This is an optimization exercise on Yosys and OpenROAD, whose aim is small area, a short achievable clock period and few clock cycles, not a production implementation.
RTL that was checked went through simulation tests only; none was proved equivalent to the original.

Design seq_gcd, start of the top module:
module seq_gcd (
        clk,
        rst_n,
        load_i,
        a_i,
        b_i,
        gcd_o,
        done_o
);
        input wire clk;
        input wire rst_n;
        input wire load_i;
        input wire [31:0] a_i;
        input wire [31:0] b_i;
        output wire [31:0] gcd_o;
        output reg done_o;
        reg [31:0] x, y;
        reg [4:0] k;
        reg busy, rs, h;
        wire xnz = |x;
        wire ynz = |y;
        wire strip = ~x[0] & ~y[0] & xnz & ynz;
        wire caseA = ~x[0] & ynz;
        wire caseC = x[0] & y[0];
        wire add = caseC & (x[1] ^ y[1]);
        wire sub = ~add;
        wire [31:0] P;
        wire [31:0] Q;
        wire [32:0] cp, cq;
        assign cp[0] = sub;
        assign cq[0] = 1'b1;
        genvar g;
        generate
                for (g = 0; g < 32; g = g + 1) begin : rip
                        wire yb = (y[g] & caseC) ^ sub;
                        wire xb = ~(x[g] & caseC);
                        assign P[g] = x[g] ^ yb ^ cp[g];
                        assign cp[g+1] = (x[g] & yb) | (x[g] & cp[g]) | (yb & cp[g]);
                        assign Q[g] = y[g] ^ xb ^ cq[g];
                        assign cq[g+1] = (y[g] & xb) | (y[g] & cq[g]) | (xb & cq[g]);
                end
        endgenerate
        wire xgty = ~cq[32];
  ...
For scale: about 880 cells after synthesis, ~73 flip-flops, ~7500 µm² of cells after synthesis.
Settings: LEC_CHECK=0, CAP_MARGIN=20, CORE_MARGIN=2, CORE_UTILIZATION=40, SLEW_MARGIN=20; clock period 80.0 ns.
standard.sh (not shown) runs the stock make flow with config.mk's settings and CLKGATE_MAP_FILE= SYNTH_SCRIPT=/design/flow/synth_recipe.tcl, a recipe that flattens the netlist after the stock synthesis.
==> flow/flow/run.sh <==
#!/bin/bash
# Standard layout, with every port buffered by a sky130_fd_sc_hd__buf_1 instead of the
# cell buffer_ports picks by default.
set -euo pipefail
export BUFFER_PORTS_ARGS="-buffer_cell sky130_fd_sc_hd__buf_1"
bash standard.sh "BUFFER_PORTS_ARGS=$BUFFER_PORTS_ARGS" finish > standard.log 2>&1
Edit:
==> flow/run.sh (new file) <==
#!/bin/bash
# synth_recipe.tcl (not shown) runs the flow's synth.tcl, then flattens the netlist and writes it again
# the make line also repeats each setting of config.mk as NAME=value (left out here)
make -C /OpenROAD-flow-scripts/flow DESIGN_CONFIG=/design/flow/config.mk WORK_HOME=/design/flow/orfs CLKGATE_MAP_FILE= SYNTH_SCRIPT=/design/flow/synth_recipe.tcl finish
removed: flow/flow/run.sh
removed: flow/standard.sh
=> Via count is about the same. Utilization goes up by 3.7 points. Worst setup slack degrades by 410 ps. Synthesized area stays the same. Sequential cell count does not change. Design area rose by a little under a tenth. Routed wire length is higher by a few percent. Fmax goes down by a few percent. Synthesized cell count stays the same.
No functional check of the RTL was part of any run of this note.

* * *

cedar:
The RTL this note starts from:
==> flow/design.v <==
module seq_gcd (
        clk,
        rst_n,
        load_i,
        a_i,
        b_i,
        gcd_o,
        done_o
);
        input wire clk;
        input wire rst_n;
        input wire load_i;
        input wire [31:0] a_i;
        input wire [31:0] b_i;
        output wire [31:0] gcd_o;
        output reg done_o;
        reg [31:0] x, y;
        reg [4:0] k;
        reg busy, rs, h;
        wire xnz = |x;
        wire ynz = |y;
        wire strip = ~x[0] & ~y[0] & xnz & ynz;
        wire caseA = ~x[0] & ynz;
        wire caseC = x[0] & y[0];
        wire add = caseC & (x[1] ^ y[1]);
        wire sub = ~add;
        wire [31:0] yb = {32{sub}} ^ (y & {32{caseC}});
        wire [31:0] xb = ~(x & {32{caseC}});
        wire [32:0] cp, cq;
        wire [31:0] P, Q;
        assign cp[0] = sub;
        assign cq[0] = 1'b1;
        genvar g;
        generate
                for (g = 0; g < 32; g = g + 1) begin : rip
                        assign {cp[g+1], P[g]} = x[g] + yb[g] + cp[g];
                        assign {cq[g+1], Q[g]} = y[g] + xb[g] + cq[g];
                end
        endgenerate
        wire xgty = ~cq[32];
        wire keepy = (caseA & ~strip) | (caseC & xgty);
        wire usep = (caseA & ~strip) | (caseC & (add | xgty));
        wire [32:0] sel = usep ? {add & cp[32], P} : {1'b0, Q};
        wire [31:0] v1 = sel[32:1];
        wire tA = ~strip & ~sel[1] & ~sel[2];
        wire [31:0] v2 = tA ? {2'b0, v1[31:2]} : v1;
        wire tB = ~strip & (tA ? ~sel[3] : ~sel[1]);
        wire [31:0] xn = tB ? {1'b0, v2[31:1]} : v2;
        wire [31:0] yr = keepy ? y : x;
        wire fin = ~strip & ((caseC & sub & ~|P) | ~xnz);
        wire kz = (k == 5'd0);
        always @(posedge clk) begin
                if (~busy) begin
                        x <= a_i;
                        y <= b_i;
                        k <= 5'd0;
                        rs <= 1'b0;
                        h <= 1'b0;
                end else if (rs) begin
                        x <= xn;
                        y <= {y[30:0], 1'b0};
                        k <= k - 5'd1;
                end else begin
                        x <= xn;
                        y <= yr;
                        h <= strip & ~h;
                        if (strip & ~h)
                                k <= k + 5'd1;
                        if (fin & ~kz)
                                rs <= 1'b1;
                end
        end
        always @(posedge clk or negedge rst_n) begin
                if (~rst_n) begin
                        busy <= 1'b0;
                        done_o <= 1'b0;
                end else begin
                        busy <= load_i | (busy & ~done_o);
                        done_o <= busy & ~done_o & (rs ? (k == 5'd1) : (fin & kz));
                end
        end
        assign gcd_o = y;
endmodule
export LEC_CHECK = 0
export CAP_MARGIN = 20
export CORE_MARGIN = 2
export CORE_UTILIZATION = 40
export CTS_BUF_LIST = sky130_fd_sc_hd__clkbuf_8
export SLEW_MARGIN = 20
create_clock -name core_clock -period 80.0 [get_ports {clk}]
==> flow/flow/run.sh <==
#!/bin/bash
# Standard layout, with every port buffered by a sky130_fd_sc_hd__buf_1 instead of the
# cell buffer_ports picks by default.
set -euo pipefail
export BUFFER_PORTS_ARGS="-buffer_cell sky130_fd_sc_hd__buf_1"
bash standard.sh "BUFFER_PORTS_ARGS=$BUFFER_PORTS_ARGS" finish > standard.log 2>&1
cedar completed every stage of the flow, and the final layout passed the timing, DRC and antenna checks.
Testbench counts of cedar, summed over its fixed seeds: cycles 52,701.
The inputs of delta differ from those of cedar as listed below.
Settings: CTS_BUF_LIST: sky130_fd_sc_hd__clkbuf_8 -> unset.
Findings:
- Relative area of clock buffers and inverters in the final design ends up higher on delta.
- The lower worst slew slack as a fraction of its limit came out of cedar.
- Minimum clock period after layout, cedar and delta: smaller value in delta

[port drivers added, routing unchanged]
No port has a modelled driver above. Below, the same layouts with a new extraction and two added sets of constraints. Step 1 sets driving cells, clkbuf_16 on the clock port and buf_2 on the other inputs (assumed; they add their load-dependent delay and slew). Step 2 also shifts input and output timing later by t, the mid clock arrival at the registers, as if the neighbouring blocks saw the same clock. a / b / c = no drivers / after step 1 / after step 2; a / b = the first two.
| run | t (ns) | slack for setup (ns) | worst setup path at the end | slew at the worst register clock pin (ns) |
|---|---|---|---|---|
| the first run of note 1 | 0.403 | 62.881 / 62.836 / 63.167 | register to register | 0.06 / 0.06 |
| the second run of note 1 | 0.399 | 62.472 / 62.426 / 62.825 | register to output | 0.07 / 0.07 |
| cedar | 0.414 | 62.730 / 62.694 / 63.108 | register to output | 0.08 / 0.08 |
| delta | 0.394 | 62.767 / 62.726 / 63.119 | register to output | 0.06 / 0.06 |
After both steps setup and hold are still met in every run listed.
